From an optimization exercise on the open Yosys and OpenROAD flow, aimed at small area and a short achievable clock period; shortcuts taken in it are not production practice.
In this exercise RTL edits were held to simulation tests only and were not proved equivalent to the original.

Setup of build 81:
Design Multiplier, start of the top module:
module Multiplier(
  input         clock,
                reset,
                io_in_valid,
  input  [31:0] io_a,
                io_b,
  input  [1:0]  io_op,
  output [31:0] io_res,
  output        io_res_valid
);
  reg valid_1;
  reg valid_2;
  always @(posedge clock) begin
    if (reset) begin
      valid_1 <= 1'h0;
      valid_2 <= 1'h0;
    end
    else begin
      valid_1 <= io_in_valid;
      valid_2 <= valid_1;
    end
  end
  MulCore mulcore_inst (
    .clock  (clock),
    .io_a   (io_a),
    .io_b   (io_b),
    .io_op  (io_op),
    .io_res (io_res)
  );
  assign io_res_valid = valid_2;
endmodule
clock: 5.6 ns
lec_check: 0
abc_area: 1
cap_margin: 20
core_margin: 2
core_utilization: 40
setup_slack_margin: 1.9
slew_margin: 20
standard.sh (not shown) runs the stock make flow with config.mk's settings and CLKGATE_MAP_FILE= SYNTH_SCRIPT=/design/flow/synth_recipe.tcl, a recipe that flattens the netlist after the stock synthesis.
==> flow/flow/run.sh <==
#!/bin/bash
# Own layout flow: the standard flow (standard.sh), with one extra step
# between synthesis and floorplan: flow/polfix.py removes the needless
# inverters that Yosys's full-adder extraction leaves around full-adder cells
# (a full adder is self-dual, so each may be built in either polarity).
# Registers, ports and all other cells are kept as synthesis made them.
# Each tool's output goes to a log file of its own in the work folder.
set -euo pipefail
cd "$(dirname "$0")/.."
R=orfs/results/${FLOW_PLATFORM:-sky130hd}/Multiplier/base
# Port buffers: buf_4 instead of the delay cell buffer_ports picks by default
# (every port still gets its own buffer).
PORTBUF="BUFFER_PORTS_ARGS=-buffer_cell sky130_fd_sc_hd__buf_4"
bash standard.sh "$PORTBUF" synth > flow_synth.log 2>&1
cp "$R/1_2_yosys.v" 1_2_yosys.std.v
python3 flow/polfix.py 1_2_yosys.std.v 1_2_yosys.pol.v > flow_polfix.log 2>&1
cp 1_2_yosys.pol.v "$R/1_2_yosys.v"
rm -f "$R/1_synth.odb" "$R/1_synth.sdc"
bash standard.sh "$PORTBUF" finish > flow_finish.log 2>&1
Other scripts of this flow, unchanged in this note and not shown: flow/flow/polfix.py
[inputs] build 75 vs build 81
--- a/flow/config.mk
+++ b/flow/config.mk
@@ -12 +12 @@
-export SETUP_SLACK_MARGIN = 1.9
+export SETUP_SLACK_MARGIN = 2.1
- On final critical path time including I/O delays and setup, build 75 does better than build 81.
- When build 75 is measured against build 81, its worst setup slack turns out 0.046 ns higher.
- Build 75 vs build 81 — area of combinational cells with multiple inputs climbed by a few percent
- Build 75 — global-route usage 0.36 points higher, build 81 as reference
- Summary of build 75 over build 81: number of non-filler instances in the completed layout now sits higher; count of clock-buffer cells in the layout went down about 8%; worst endpoint data arrival time lower.
Modified inputs, build 71 compared to build 75
--- a/flow/config.mk
+++ b/flow/config.mk
@@ -8 +7,0 @@
-export ABC_AREA = 1
@@ -12 +11 @@
-export SETUP_SLACK_MARGIN = 2.1
+export SETUP_SLACK_MARGIN = 2.0
## What came out
- Build 71: PASS, flow complete, no timing, DRC or antenna violations
- From build 75 to build 71 the numbers moved as follows: total of cells resized after clock tree synthesis has increased; number of inverters outside the clock class in the layout has increased.
- Build 75 and build 71 ended up with roughly the same area used by sequential logic in the layout.
The inputs of build 22 differ from those of build 71 as listed below.
--- a/flow/config.mk
+++ b/flow/config.mk
@@ -7,0 +8 @@
+export ABC_AREA = 1
==> comparison <==
- X dimension of the die (lower): build 22
- Post-placement worst setup slack, build 71 and build 22: larger value in build 22
- met4 as the uppermost layer routed was reported by build 22, and met5 by build 71.
- After detailed routing, build 71 needs more wire than build 22.
- fa_2 as the cell with the biggest individual delay on the critical path was reported by build 22, and fa_1 by build 71.
Here is what was changed in the inputs of build 68 compared with build 22.
--- a/flow/config.mk
+++ b/flow/config.mk
@@ -9 +9 @@
-export CAP_MARGIN = 20
+export CAP_MARGIN = 5
@@ -13 +13 @@
-export SLEW_MARGIN = 20
+export SLEW_MARGIN = 5
## What came out
Build 68 finished every step from synthesis to the final layout, and the layout passed the timing, design-rule and antenna checks. Diff build 22 -> build 68 | biggest cell delay along the critical path | increase of 0.05 ns. Build 68 — non-clock buffer count in the final layout 1.0% higher, build 22 as reference. Status: worst clock skew parity (build 68, build 22). Between build 22 and build 68, the sequential share of layout area does not differ in any meaningful way. The register cell area after layout was comparable across build 68 and build 22. Build 22 → build 68: total detailed-routing wirelength comparable, setup slack now smaller. | met3 usage | build 68 vs build 22 | ≈ equal |. Total negative slack: build 22 vs build 68 identical.


Multiplier again, from the RTL that the note above started with.
Settings: LEC_CHECK=0, ABC_AREA=1, CAP_MARGIN=20, CORE_MARGIN=2, CORE_UTILIZATION=40, CTS_BUF_LIST=sky130_fd_sc_hd__clkbuf_4 sky130_fd_sc_hd__clkbuf_8, SETUP_SLACK_MARGIN=2.0, SLEW_MARGIN=20; clock period 5.6 ns.
Scripts as last shown in full above: flow/flow/run.sh
Other scripts of this flow, unchanged in this note and not shown: flow/flow/polfix.py
The first run went through all stages and came out clean.
==> next run, changes <==
--- a/flow/config.mk
+++ b/flow/config.mk
@@ -11,4 +11,3 @@
 export CORE_UTILIZATION = 40
-export CTS_BUF_LIST = sky130_fd_sc_hd__clkbuf_4 sky130_fd_sc_hd__clkbuf_8
-export SETUP_SLACK_MARGIN = 2.0
+export SETUP_SLACK_MARGIN = 1.8
 export SLEW_MARGIN = 20
- The new run finished clean
- worst hold slack barely changes
- wire length rises slightly

## re-timing with driven ports
No port has a modelled driver above. Below, the same layouts with a new extraction and two added sets of constraints. Step 1 (the two cells are an assumption about what drives the block):
set clk [get_ports {clock}]
set_driving_cell -lib_cell sky130_fd_sc_hd__clkbuf_16 $clk
set_driving_cell -lib_cell sky130_fd_sc_hd__buf_2 [delete_from_list [all_inputs] $clk]
Step 2 also shifts input and output timing later by t, the mid clock arrival at the registers, as if the neighbouring blocks saw the same clock. a / b / c = no drivers / after step 1 / after step 2; a / b = the first two.
run	t (ns)	setup WS [ns]	cell pins on the clock port's net
build 81	0.637	1.859 / 1.859 / 1.279	1
build 75	0.652	1.905 / 1.905 / 1.580	1
build 71	0.659	1.733 / 1.733 / 1.353	1
build 22	0.637	2.028 / 2.028 / 1.413	1
build 68	0.653	1.928 / 1.928 / 1.346	1
the first run of note 2	0.694	2.021 / 2.021 / 1.381	1
the second run of note 2	0.643	1.770 / 1.770 / 1.205	1
After both steps setup and hold are still met in every run listed. For the first run of note 2, which loses most, drivers alone change the setup slack by 0.000 ns; drivers and shift together by -0.640 ns.
